What follows belongs to an exercise in optimizing a design on an open flow for small area; a production flow would make more cautious choices.
Where RTL was checked, it was by simulation tests only, not by an equivalence proof against the original.
Power figures rest on the tool's default switching activity, not on a simulated workload.

==> inputs of run R <==
==> flow/design.v (excerpt) <==
module alu #(
    parameter INT_W  = 3,
    parameter FRAC_W = 5,
    parameter INST_W = 3,
    parameter DATA_W = INT_W + FRAC_W
)(
    input                     i_clk,
    input                     i_rst_n,
    input                     i_valid,
    input signed [DATA_W-1:0] i_data_a,
    input signed [DATA_W-1:0] i_data_b,
    input        [INST_W-1:0] i_inst,
    output                    o_valid,
    output signed      [DATA_W-1:0] o_data
);
export LEC_CHECK = 0
export CAP_MARGIN = 20
export CORE_MARGIN = 2
export CORE_UTILIZATION = 40
export CTS_BUF_LIST = sky130_fd_sc_hd__clkbuf_2
export GPL_TIMING_DRIVEN = 0
export SLEW_MARGIN = 20
export SYNTH_HIERARCHICAL = 1
create_clock -name core_clock -period 7.0 [get_ports {i_clk}]
run.sh (not shown) runs the stock make flow with config.mk's settings and CLKGATE_MAP_FILE= SYNTH_SCRIPT=/design/flow/synth_recipe.tcl, a recipe that flattens the netlist after the stock synthesis.
==> run H: changes against run R <==
--- a/flow/design.v
+++ b/flow/design.v
@@ -145,56 +145,58 @@
 wire s140, c141;
 wire s142, c143;
 wire s144, c145;
 wire s146, c147;
 wire c148 = pp01_1 | pp10_8;
 wire c149 = s64 | c148;
 wire c150 = s68 | c149;
 wire s151, c152;
-wire s153 = ~(s82 ^ c152);
-wire c154 = s82 | c152;
-wire s155 = ~(s92 ^ c154);
-wire c156 = s92 | c154;
-wire s157 = ~(s104 ^ c156);
-wire c158 = s104 | c156;
-wire s159, c160;
-wire s161 = s159 ^ c158;
-wire c162;
-wire s163, c164;
-wire s165 = s163 ^ c162;
-wire c166;
-wire s167, c168;
-wire s169 = s167 ^ c166;
-wire c170;
-wire s171, c172;
-wire s173 = s171 ^ c170;
-wire c174;
-wire s175, c176;
-wire s177 = s175 ^ c174;
-wire c178;
-wire s179, c180;
-wire s181 = s179 ^ c178;
-wire c182;
-wire s183, c184;
-wire s185 = s183 ^ c182;
-wire c186;
-wire s187 = ~c186;
-assign q[4] = ~s151;
-assign q[5] = ~s153;
-assign q[6] = ~s155;
-assign q[7] = ~s157;
-assign q[8] = ~s161;
-assign q[9] = ~s165;
-assign q[10] = ~s169;
-assign q[11] = ~s173;
-assign q[12] = ~s177;
-assign q[13] = ~s181;
-assign q[14] = ~s185;
-assign q[15] = ~s187;
+wire s153 = s151 ^ c150;
+wire c154;
+wire s155 = ~(s82 ^ c154);
+wire c156 = s82 | c154;
+wire s157 = ~(s92 ^ c156);
+wire c158 = s92 | c156;
+wire s159 = ~(s104 ^ c158);
+wire c160 = s104 | c158;
+wire s161, c162;
+wire s163 = s161 ^ c160;
+wire c164;
+wire s165, c166;
+wire s167 = s165 ^ c164;
+wire c168;
+wire s169, c170;
+wire s171 = s169 ^ c168;
+wire c172;
+wire s173, c174;
+wire s175 = s173 ^ c172;
+wire c176;
+wire s177, c178;
+wire s179 = s177 ^ c176;
+wire c180;
+wire s181, c182;
+wire s183 = s181 ^ c180;
+wire c184;
+wire s185, c186;
+wire s187 = s185 ^ c184;
+wire c188;
+wire s189 = ~c188;
+assign q[4] = ~s153;
+assign q[5] = ~s155;
+assign q[6] = ~s157;
+assign q[7] = ~s159;
+assign q[8] = ~s163;
+assign q[9] = ~s167;
+assign q[10] = ~s171;
+assign q[11] = ~s175;
+assign q[12] = ~s179;
+assign q[13] = ~s183;
+assign q[14] = ~s187;
+assign q[15] = ~s189;
 alu_fa u_s64 (.x(pp02_2), .y(pp11_9), .z(pp20_16), .s(s64), .c(c65));
 alu_fa u_s66 (.x(pp03_3), .y(pp12_10), .z(pp21_17), .s(s66), .c(c67));
 alu_fa u_s68 (.x(pp30_24), .y(c65), .z(s66), .s(s68), .c(c69));
 alu_ha u_s70 (.x(pp04_4), .y(pp13_11), .s(s70), .c(c71));
 alu_fa u_s72 (.x(pp22_18), .y(pp31_25), .z(pp40_32), .s(s72), .c(c73));
 alu_fa u_s74 (.x(s70), .y(c67), .z(s72), .s(s74), .c(c75));
 alu_fa u_s76 (.x(pp05_5), .y(pp14_12), .z(pp23_19), .s(s76), .c(c77));
 alu_fa u_s78 (.x(pp32_26), .y(pp41_33), .z(pp50_40), .s(s78), .c(c79));
@@ -227,31 +229,32 @@
 alu_fa u_s132 (.x(c121), .y(s128), .z(c123), .s(s132), .c(c133));
 alu_fa u_s134 (.x(s130), .y(c125), .z(s132), .s(s134), .c(c135));
 alu_fa u_s136 (.x(pp47_39), .y(pp56_46), .z(pp65_53), .s(s136), .c(c137));
 alu_fa u_s138 (.x(pp74_60), .y(c129), .z(s136), .s(s138), .c(c139));
 alu_fa u_s140 (.x(c131), .y(s138), .z(c133), .s(s140), .c(c141));
 alu_fa u_s142 (.x(pp57_47), .y(pp66_54), .z(pp75_61), .s(s142), .c(c143));
 alu_fa u_s144 (.x(c137), .y(s142), .z(c139), .s(s144), .c(c145));
 alu_fa u_s146 (.x(pp67_55), .y(pp76_62), .z(c143), .s(s146), .c(c147));
-alu_fa u_s151 (.x(c69), .y(s74), .z(c150), .s(s151), .c(c152));
-alu_ha u_s159 (.x(c105), .y(s116), .s(s159), .c(c160));
-alu_ao u_c162 (.g(c160), .p(s159), .c(c158), .o(c162));
-alu_ha u_s163 (.x(c117), .y(s126), .s(s163), .c(c164));
-alu_ao u_c166 (.g(c164), .p(s163), .c(c162), .o(c166));
-alu_ha u_s167 (.x(c127), .y(s134), .s(s167), .c(c168));
-alu_ao u_c170 (.g(c168), .p(s167), .c(c166), .o(c170));
-alu_ha u_s171 (.x(c135), .y(s140), .s(s171), .c(c172));
-alu_ao u_c174 (.g(c172), .p(s171), .c(c170), .o(c174));
-alu_ha u_s175 (.x(c141), .y(s144), .s(s175), .c(c176));
-alu_ao u_c178 (.g(c176), .p(s175), .c(c174), .o(c178));
-alu_ha u_s179 (.x(c145), .y(s146), .s(s179), .c(c180));
-alu_ao u_c182 (.g(c180), .p(s179), .c(c178), .o(c182));
-alu_ha u_s183 (.x(pp77_63), .y(c147), .s(s183), .c(c184));
-alu_ao u_c186 (.g(c184), .p(s183), .c(c182), .o(c186));
+alu_ha u_s151 (.x(c69), .y(s74), .s(s151), .c(c152));
+alu_ao u_c154 (.g(c152), .p(s151), .c(c150), .o(c154));
+alu_ha u_s161 (.x(c105), .y(s116), .s(s161), .c(c162));
+alu_ao u_c164 (.g(c162), .p(s161), .c(c160), .o(c164));
+alu_ha u_s165 (.x(c117), .y(s126), .s(s165), .c(c166));
+alu_ao u_c168 (.g(c166), .p(s165), .c(c164), .o(c168));
+alu_ha u_s169 (.x(c127), .y(s134), .s(s169), .c(c170));
+alu_ao u_c172 (.g(c170), .p(s169), .c(c168), .o(c172));
+alu_ha u_s173 (.x(c135), .y(s140), .s(s173), .c(c174));
+alu_ao u_c176 (.g(c174), .p(s173), .c(c172), .o(c176));
+alu_ha u_s177 (.x(c141), .y(s144), .s(s177), .c(c178));
+alu_ao u_c180 (.g(c178), .p(s177), .c(c176), .o(c180));
+alu_ha u_s181 (.x(c145), .y(s146), .s(s181), .c(c182));
+alu_ao u_c184 (.g(c182), .p(s181), .c(c180), .o(c184));
+alu_ha u_s185 (.x(pp77_63), .y(c147), .s(s185), .c(c186));
+alu_ao u_c188 (.g(c186), .p(s185), .c(c184), .o(c188));
 wire       z    = ~|q[11:4];
 wire       msat = q[15] ? ~&q[14:12] : (|q[14:13] | (q[12] & ~z));
 wire       sg_hi  = ~a[7] & a[6] & a[5];
 wire       sg_lo  = a[7] & (~a[6] | ~|a[5:0]);
 wire       sg_mid = ~sg_hi & ~sg_lo;
 wire [7:0] sigv   = {2'b00, ~a[7] & a[6], sg_mid & ~a[7] & ~a[6], a[5:2] & {4{sg_mid}}};
 wire [7:0] r1   = b[0] ? {a[0], a[7:1]} : a;
 wire [7:0] r2   = b[1] ? {r1[1:0], r1[7:2]} : r1;
==> run A: changes against run R <==
==> flow/flow/run.sh (new file) <==
#!/bin/bash
# Own layout flow: the standard ORFS flow (standard.sh, which runs the
# standard synthesis unchanged), with three ORFS settings changed:
#   - port buffers are the smallest buffer cell (every port still gets one),
#   - the buffers ABC adds during synthesis are removed at floorplan,
#   - non-critical cells are downsized after global routing (ORFS's
#     power-recovery step).
# The make output goes to flow_make.log; ORFS writes each step's log under
# orfs/logs/.
set -euo pipefail
export BUFFER_PORTS_ARGS="-buffer_cell sky130_fd_sc_hd__buf_1"
export REMOVE_ABC_BUFFERS=1
export RECOVER_POWER=100
bash standard.sh > flow_make.log 2>&1
==> flow/standard.sh (new file) <==
#!/bin/bash
# synth_recipe.tcl (not shown) runs the flow's synth.tcl, then flattens the netlist and writes it again
# the make line also repeats each setting of config.mk as NAME=value (left out here)
make -C /OpenROAD-flow-scripts/flow DESIGN_CONFIG=/design/flow/config.mk WORK_HOME=/design/flow/orfs CLKGATE_MAP_FILE= SYNTH_SCRIPT=/design/flow/synth_recipe.tcl "${@:-finish}"
removed: flow/run.sh
==> run notes <==
Run H produced a clean layout. Run A completed with no timing, DRC or antenna violations. Run R finished with timing, DRC and antenna clean. Of run A and run H, run H has the higher design area (gap 13%, measured against run H). Worst hold slack: run R > run H > run A. Sequential share of layout area, lowest first: run H, run R, run A. Worst setup slack: run H is worse than run R (0.029 ns). In flip-flop and latch count, run A and run H do not differ. Against run H, the combinational power of run A is smaller by about 17%. Clock-buffer cell count is the same in run A and run R. Of run A and run H, run H has the higher synthesized cell count (gap about 1.5%, measured against run H). First-iteration DRC count: run H < run R < run A. Utilization: run A < run R < run H. Of run H and run A, run H has the higher cell count (gap 7.4%, measured against run A).
Function not checked in run H: the RTL went through the layout flow alone.

==> trial 86: inputs <==
==> flow/design.v <==
module alu_fa(input x, input y, input z, output s, output c);
    assign s = x ^ y ^ z;
    assign c = (x & y) | (x & z) | (y & z);
endmodule
module alu_ha(input x, input y, output s, output c);
    assign s = x ^ y;
    assign c = x & y;
endmodule
module alu_ao(input g, input p, input c, output o);
    assign o = g | (p & c);
endmodule
module alu #(
    parameter INT_W  = 3,
    parameter FRAC_W = 5,
    parameter INST_W = 3,
    parameter DATA_W = INT_W + FRAC_W
)(
    input                     i_clk,
    input                     i_rst_n,
    input                     i_valid,
    input signed [DATA_W-1:0] i_data_a,
    input signed [DATA_W-1:0] i_data_b,
    input        [INST_W-1:0] i_inst,
    output                    o_valid,
    output signed      [DATA_W-1:0] o_data
);
wire [7:0] a = i_data_a;
wire [7:0] b = i_data_b;
wire [2:0] op = i_inst;
wire       t  = op[2] | (op[0] & ~op[1]);
wire [7:0] bx = b ^ {8{t}};
wire [7:0] ag, ap;
wire [8:0] ac;
assign ac[0] = t;
genvar gi;
generate for (gi = 0; gi < 8; gi = gi + 1) begin : g_add
    alu_ha u_ha (.x(a[gi]), .y(bx[gi]), .s(ap[gi]), .c(ag[gi]));
    alu_ao u_ao (.g(ag[gi]), .p(ap[gi]), .c(ac[gi]), .o(ac[gi+1]));
end endgenerate
wire [7:0] sum = ap ^ ac[7:0];
wire       ovf    = ac[7] ^ ac[8];
wire       a_lt_b = sum[7] ^ ovf;
wire [15:4] q;
wire pp01_1 = a[0] & b[1];
wire pp02_2 = a[0] & b[2];
wire pp03_3 = a[0] & b[3];
wire pp04_4 = a[0] & b[4];
wire pp05_5 = a[0] & b[5];
wire pp06_6 = a[0] & b[6];
wire pp07_7 = ~(a[0] & b[7]);
wire pp10_8 = a[1] & b[0];
wire pp11_9 = a[1] & b[1];
wire pp12_10 = a[1] & b[2];
wire pp13_11 = a[1] & b[3];
wire pp14_12 = a[1] & b[4];
wire pp15_13 = a[1] & b[5];
wire pp16_14 = a[1] & b[6];
wire pp17_15 = ~(a[1] & b[7]);
wire pp20_16 = a[2] & b[0];
wire pp21_17 = a[2] & b[1];
wire pp22_18 = a[2] & b[2];
wire pp23_19 = a[2] & b[3];
wire pp24_20 = a[2] & b[4];
wire pp25_21 = a[2] & b[5];
wire pp26_22 = a[2] & b[6];
wire pp27_23 = ~(a[2] & b[7]);
wire pp30_24 = a[3] & b[0];
wire pp31_25 = a[3] & b[1];
wire pp32_26 = a[3] & b[2];
wire pp33_27 = a[3] & b[3];
wire pp34_28 = a[3] & b[4];
wire pp35_29 = a[3] & b[5];
wire pp36_30 = a[3] & b[6];
wire pp37_31 = ~(a[3] & b[7]);
wire pp40_32 = a[4] & b[0];
wire pp41_33 = a[4] & b[1];
wire pp42_34 = a[4] & b[2];
wire pp43_35 = a[4] & b[3];
wire pp44_36 = a[4] & b[4];
wire pp45_37 = a[4] & b[5];
wire pp46_38 = a[4] & b[6];
wire pp47_39 = ~(a[4] & b[7]);
wire pp50_40 = a[5] & b[0];
wire pp51_41 = a[5] & b[1];
wire pp52_42 = a[5] & b[2];
wire pp53_43 = a[5] & b[3];
wire pp54_44 = a[5] & b[4];
wire pp55_45 = a[5] & b[5];
wire pp56_46 = a[5] & b[6];
wire pp57_47 = ~(a[5] & b[7]);
wire pp60_48 = a[6] & b[0];
wire pp61_49 = a[6] & b[1];
wire pp62_50 = a[6] & b[2];
wire pp63_51 = a[6] & b[3];
wire pp64_52 = a[6] & b[4];
wire pp65_53 = a[6] & b[5];
wire pp66_54 = a[6] & b[6];
wire pp67_55 = ~(a[6] & b[7]);
wire pp70_56 = ~(a[7] & b[0]);
wire pp71_57 = ~(a[7] & b[1]);
wire pp72_58 = ~(a[7] & b[2]);
wire pp73_59 = ~(a[7] & b[3]);
wire pp74_60 = ~(a[7] & b[4]);
wire pp75_61 = ~(a[7] & b[5]);
wire pp76_62 = ~(a[7] & b[6]);
wire pp77_63 = a[7] & b[7];
wire s64, c65;
wire s66, c67;
wire s68, c69;
wire s70 = ~(pp04_4 ^ pp13_11);
wire c71 = pp04_4 | pp13_11;
wire s72, c73;
wire s74, c75;
wire s76, c77;
wire s78, c79;
wire s80, c81;
wire s82, c83;
wire s84, c85;
wire s86, c87;
wire s88, c89;
wire s90, c91;
wire s92, c93;
wire s94, c95;
wire s96, c97;
wire s98, c99;
wire s100, c101;
wire s102, c103;
wire s104, c105;
wire s106 = ~(pp17_15 ^ pp26_22);
wire c107 = pp17_15 | pp26_22;
wire s108, c109;
wire s110, c111;
wire s112, c113;
wire s114, c115;
wire s116, c117;
wire s118, c119;
wire s120, c121;
wire s122, c123;
wire s124, c125;
wire s126, c127;
wire s128, c129;
wire s130, c131;
wire s132, c133;
wire s134, c135;
wire s136, c137;
wire s138, c139;
wire s140, c141;
wire s142, c143;
wire s144, c145;
wire s146, c147;
wire c148 = pp01_1 & pp10_8;
wire c149 = s64 & c148;
wire c150 = s68 & c149;
wire s151, c152;
wire s153 = s151 ^ c150;
wire c154;
wire s155, c156;
wire s157, c158;
wire s159, c160;
wire s161, c162;
wire s163 = s161 ^ c160;
wire c164;
wire s165, c166;
wire s167 = s165 ^ c164;
wire c168;
wire s169, c170;
wire s171 = s169 ^ c168;
wire c172;
wire s173, c174;
wire s175 = s173 ^ c172;
wire c176;
wire s177, c178;
wire s179 = s177 ^ c176;
wire c180;
wire s181, c182;
wire s183 = s181 ^ c180;
wire c184;
wire s185, c186;
wire s187 = s185 ^ c184;
wire c188;
wire s189 = ~c188;
assign q[4] = s153;
assign q[5] = s155;
assign q[6] = s157;
assign q[7] = s159;
assign q[8] = s163;
assign q[9] = s167;
assign q[10] = s171;
assign q[11] = s175;
assign q[12] = s179;
assign q[13] = s183;
assign q[14] = s187;
assign q[15] = s189;
alu_fa u_s64 (.x(pp02_2), .y(pp11_9), .z(pp20_16), .s(s64), .c(c65));
alu_fa u_s66 (.x(pp03_3), .y(pp12_10), .z(pp21_17), .s(s66), .c(c67));
alu_fa u_s68 (.x(pp30_24), .y(c65), .z(s66), .s(s68), .c(c69));
alu_fa u_s72 (.x(pp22_18), .y(pp31_25), .z(pp40_32), .s(s72), .c(c73));
alu_fa u_s74 (.x(s70), .y(c67), .z(s72), .s(s74), .c(c75));
alu_fa u_s76 (.x(pp05_5), .y(pp14_12), .z(pp23_19), .s(s76), .c(c77));
alu_fa u_s78 (.x(pp32_26), .y(pp41_33), .z(pp50_40), .s(s78), .c(c79));
alu_fa u_s80 (.x(c71), .y(c73), .z(s76), .s(s80), .c(c81));
alu_fa u_s82 (.x(s78), .y(c75), .z(s80), .s(s82), .c(c83));
alu_fa u_s84 (.x(pp06_6), .y(pp15_13), .z(pp24_20), .s(s84), .c(c85));
alu_fa u_s86 (.x(pp33_27), .y(pp42_34), .z(pp51_41), .s(s86), .c(c87));
alu_fa u_s88 (.x(pp60_48), .y(c77), .z(c79), .s(s88), .c(c89));
alu_fa u_s90 (.x(s84), .y(s86), .z(c81), .s(s90), .c(c91));
alu_fa u_s92 (.x(s88), .y(c83), .z(s90), .s(s92), .c(c93));
alu_fa u_s94 (.x(pp07_7), .y(pp16_14), .z(pp25_21), .s(s94), .c(c95));
alu_fa u_s96 (.x(pp34_28), .y(pp43_35), .z(pp52_42), .s(s96), .c(c97));
alu_fa u_s98 (.x(pp61_49), .y(pp70_56), .z(c85), .s(s98), .c(c99));
alu_fa u_s100 (.x(c87), .y(s94), .z(s96), .s(s100), .c(c101));
alu_fa u_s102 (.x(c89), .y(s98), .z(s100), .s(s102), .c(c103));
alu_fa u_s104 (.x(c91), .y(s102), .z(c93), .s(s104), .c(c105));
alu_fa u_s108 (.x(pp35_29), .y(pp44_36), .z(pp53_43), .s(s108), .c(c109));
alu_fa u_s110 (.x(pp62_50), .y(pp71_57), .z(s106), .s(s110), .c(c111));
alu_fa u_s112 (.x(c95), .y(c97), .z(s108), .s(s112), .c(c113));
alu_fa u_s114 (.x(s110), .y(c99), .z(c101), .s(s114), .c(c115));
alu_fa u_s116 (.x(s112), .y(c103), .z(s114), .s(s116), .c(c117));
alu_fa u_s118 (.x(pp27_23), .y(pp36_30), .z(pp45_37), .s(s118), .c(c119));
alu_fa u_s120 (.x(pp54_44), .y(pp63_51), .z(pp72_58), .s(s120), .c(c121));
alu_fa u_s122 (.x(c107), .y(c109), .z(s118), .s(s122), .c(c123));
alu_fa u_s124 (.x(s120), .y(c111), .z(c113), .s(s124), .c(c125));
alu_fa u_s126 (.x(s122), .y(c115), .z(s124), .s(s126), .c(c127));
alu_fa u_s128 (.x(pp37_31), .y(pp46_38), .z(pp55_45), .s(s128), .c(c129));
alu_fa u_s130 (.x(pp64_52), .y(pp73_59), .z(c119), .s(s130), .c(c131));
alu_fa u_s132 (.x(c121), .y(s128), .z(c123), .s(s132), .c(c133));
alu_fa u_s134 (.x(s130), .y(c125), .z(s132), .s(s134), .c(c135));
alu_fa u_s136 (.x(pp47_39), .y(pp56_46), .z(pp65_53), .s(s136), .c(c137));
alu_fa u_s138 (.x(pp74_60), .y(c129), .z(s136), .s(s138), .c(c139));
alu_fa u_s140 (.x(c131), .y(s138), .z(c133), .s(s140), .c(c141));
alu_fa u_s142 (.x(pp57_47), .y(pp66_54), .z(pp75_61), .s(s142), .c(c143));
alu_fa u_s144 (.x(c137), .y(s142), .z(c139), .s(s144), .c(c145));
alu_fa u_s146 (.x(pp67_55), .y(pp76_62), .z(c143), .s(s146), .c(c147));
alu_ha u_s151 (.x(c69), .y(s74), .s(s151), .c(c152));
alu_ao u_c154 (.g(c152), .p(s151), .c(c150), .o(c154));
alu_ha u_s155 (.x(s82), .y(c154), .s(s155), .c(c156));
alu_ha u_s157 (.x(s92), .y(c156), .s(s157), .c(c158));
alu_ha u_s159 (.x(s104), .y(c158), .s(s159), .c(c160));
alu_ha u_s161 (.x(c105), .y(s116), .s(s161), .c(c162));
alu_ao u_c164 (.g(c162), .p(s161), .c(c160), .o(c164));
alu_ha u_s165 (.x(c117), .y(s126), .s(s165), .c(c166));
alu_ao u_c168 (.g(c166), .p(s165), .c(c164), .o(c168));
alu_ha u_s169 (.x(c127), .y(s134), .s(s169), .c(c170));
alu_ao u_c172 (.g(c170), .p(s169), .c(c168), .o(c172));
alu_ha u_s173 (.x(c135), .y(s140), .s(s173), .c(c174));
alu_ao u_c176 (.g(c174), .p(s173), .c(c172), .o(c176));
alu_ha u_s177 (.x(c141), .y(s144), .s(s177), .c(c178));
alu_ao u_c180 (.g(c178), .p(s177), .c(c176), .o(c180));
alu_ha u_s181 (.x(c145), .y(s146), .s(s181), .c(c182));
alu_ao u_c184 (.g(c182), .p(s181), .c(c180), .o(c184));
alu_ha u_s185 (.x(pp77_63), .y(c147), .s(s185), .c(c186));
alu_ao u_c188 (.g(c186), .p(s185), .c(c184), .o(c188));
wire       z    = ~|q[11:4];
wire       msat = q[15] ? ~&q[14:12] : (|q[14:13] | (q[12] & ~z));
wire       sg_hi  = ~a[7] & a[6] & a[5];
wire       sg_lo  = a[7] & (~a[6] | ~|a[5:0]);
wire       sg_mid = ~sg_hi & ~sg_lo;
wire [7:0] sigv   = {2'b00, ~a[7] & a[6], sg_mid & ~a[7] & ~a[6], a[5:2] & {4{sg_mid}}};
wire [7:0] r1   = b[0] ? {a[0], a[7:1]} : a;
wire [7:0] r2   = b[1] ? {r1[1:0], r1[7:2]} : r1;
wire [7:0] rotv = b[2] ? {r2[3:0], r2[7:4]} : r2;
wire       is_as = ~op[2] & ~op[1];
wire       is_mul = ~op[2] & op[1] & ~op[0];
wire       sat = (is_as & ovf) | (is_mul & msat);
wire       sgn = is_as ? ~sum[7] : q[15];
reg [7:0] base;
always @(*) begin
    case (op)
    3'd0, 3'd1: base = sum;
    3'd2:       base = {q[15] | z, q[11:5]};
    3'd3:       base = ~ag;
    3'd4:       base = ap;
    3'd5:       base = sigv;
    3'd6:       base = rotv;
    default:    base = a_lt_b ? a : b;
    endcase
end
wire [7:0] res = sat ? {sgn, {7{~sgn}}} : base;
reg [7:0] o_data_r;
reg       o_valid_r;
always @(posedge i_clk or negedge i_rst_n) begin
    if (!i_rst_n) begin
        o_data_r  <= 8'd0;
        o_valid_r <= 1'b0;
    end else begin
        o_data_r  <= i_valid ? res : 8'd0;
        o_valid_r <= i_valid;
    end
end
assign o_valid = o_valid_r;
assign o_data  = o_data_r;
endmodule
==> flow/run.sh <==
#!/bin/bash
# synth_recipe.tcl (not shown) runs the flow's synth.tcl, then flattens the netlist and writes it again
# the make line also repeats each setting of config.mk as NAME=value (left out here)
make -C /OpenROAD-flow-scripts/flow DESIGN_CONFIG=/design/flow/config.mk WORK_HOME=/design/flow/orfs CLKGATE_MAP_FILE= SYNTH_SCRIPT=/design/flow/synth_recipe.tcl finish
==> flow/config.mk <==
export PLATFORM = sky130hd
export DESIGN_NAME = alu
export DESIGN_NICKNAME = alu
export VERILOG_FILES = /design/flow/design.v
export SDC_FILE = /design/flow/constraint.sdc
export NUM_CORES = 4
export LEC_CHECK = 0
export CAP_MARGIN = 20
export CORE_MARGIN = 2
export CORE_UTILIZATION = 40
export CTS_BUF_LIST = sky130_fd_sc_hd__clkbuf_2
export GPL_TIMING_DRIVEN = 0
export SLEW_MARGIN = 20
export SYNTH_HIERARCHICAL = 1
==> flow/constraint.sdc <==
create_clock -name core_clock -period 7.0 [get_ports {i_clk}]
set_input_delay 1.4000 -clock core_clock [delete_from_list [all_inputs] [get_ports {i_clk}]]
set_output_delay 1.4000 -clock core_clock [all_outputs]
set_load 0.01 [all_outputs]
==> trial 30 (differences from trial 86) <==
--- a/flow/config.mk
+++ b/flow/config.mk
@@ -8,7 +8,6 @@
 export CAP_MARGIN = 20
 export CORE_MARGIN = 2
 export CORE_UTILIZATION = 40
-export CTS_BUF_LIST = sky130_fd_sc_hd__clkbuf_2
 export GPL_TIMING_DRIVEN = 0
 export SLEW_MARGIN = 20
 export SYNTH_HIERARCHICAL = 1
==> run notes <==
item                                                    trial 86        trial 30
Run status                                        finished clean  finished clean
Sw Share                                                  49.41%          47.91%
Detailed-route via count                                    2753            2737
Initial drt markers                                          198             209
Final cycle utilization of the critical path              97.71%          97.04%
Sequential share of power                                   9.4%            9.1%
Overall Power                                          0.7348 mW       0.7620 mW
Syn-to-layout area delta                                  15.52%          16.24%
Data required time of the critical path                  7.15 ns         7.14 ns
Worst Path Arrival                                       6.99 ns         6.93 ns
Routed metal-1 wirelength                               3.944 mm        4.082 mm
Power per cell area                                204.4 mW/mm^2   210.7 mW/mm^2
F_max                                                  146.2 MHz       147.2 MHz
Layout clock area frac                                   0.5569%          1.245%
Filler cell count in the final layout                        752             746
Fraction of area in multi-input gates                     76.44%          75.89%
Non-clock buffer contribution to total cell area          11.83%          11.76%
Routed met3 length                                        553 um          430 um
Int Pwr                                                0.3717 mW       0.3969 mW
Met1 capacity usage during global routing                 31.21%          31.16%
Number of global-route vias before repair                   2783            2771
Final critical-path required period                     6.840 ns        6.793 ns
Finished Core Util                                        47.01%          47.30%
Sequential group power                                 0.0690 mW       0.0695 mW
Worst relative slew slack                                 50.35%          50.71%
Function was not checked in any run of this note: the RTL went through the layout flow alone.

==> what the ideal ports hide <==
How much do the figures lean on ideal ports? The routed layouts below were timed once more, with nothing changed but the port constraints. Step 1 (the two cells are an assumption about what drives the block):
set clk [get_ports {i_clk}]
set_driving_cell -lib_cell sky130_fd_sc_hd__clkbuf_16 $clk
set_driving_cell -lib_cell sky130_fd_sc_hd__buf_2 [delete_from_list [all_inputs] $clk]
Step 2 times the ports against the registers' clock, not the clock port: input delays grow and output delays shrink by t, the midpoint of the rising clock arrivals with the driver on. a / b / c = ideal / step 1 / step 2; a / b = the first two.
run | t (ns) | setup WS [ns] | latest minus earliest clock arrival (ns)
run R | 0.249 | 0.248 / 0.239 / -0.010 | 0.008 / 0.008
run H | 0.273 | 0.219 / 0.207 / -0.066 | 0.010 / 0.010
run A | 0.255 | 0.391 / 0.384 / 0.130 | 0.004 / 0.003
trial 86 | 0.258 | 0.160 / 0.155 / -0.103 | 0.008 / 0.008
trial 30 | 0.252 | 0.207 / 0.205 / -0.047 | 0.000 / 0.001
With both steps, setup timing fails in run R, run H, trial 86 and trial 30, where it was met with ideal ports. For run H, which loses most, drivers alone change the setup slack by -0.012 ns; drivers and shift together by -0.285 ns.
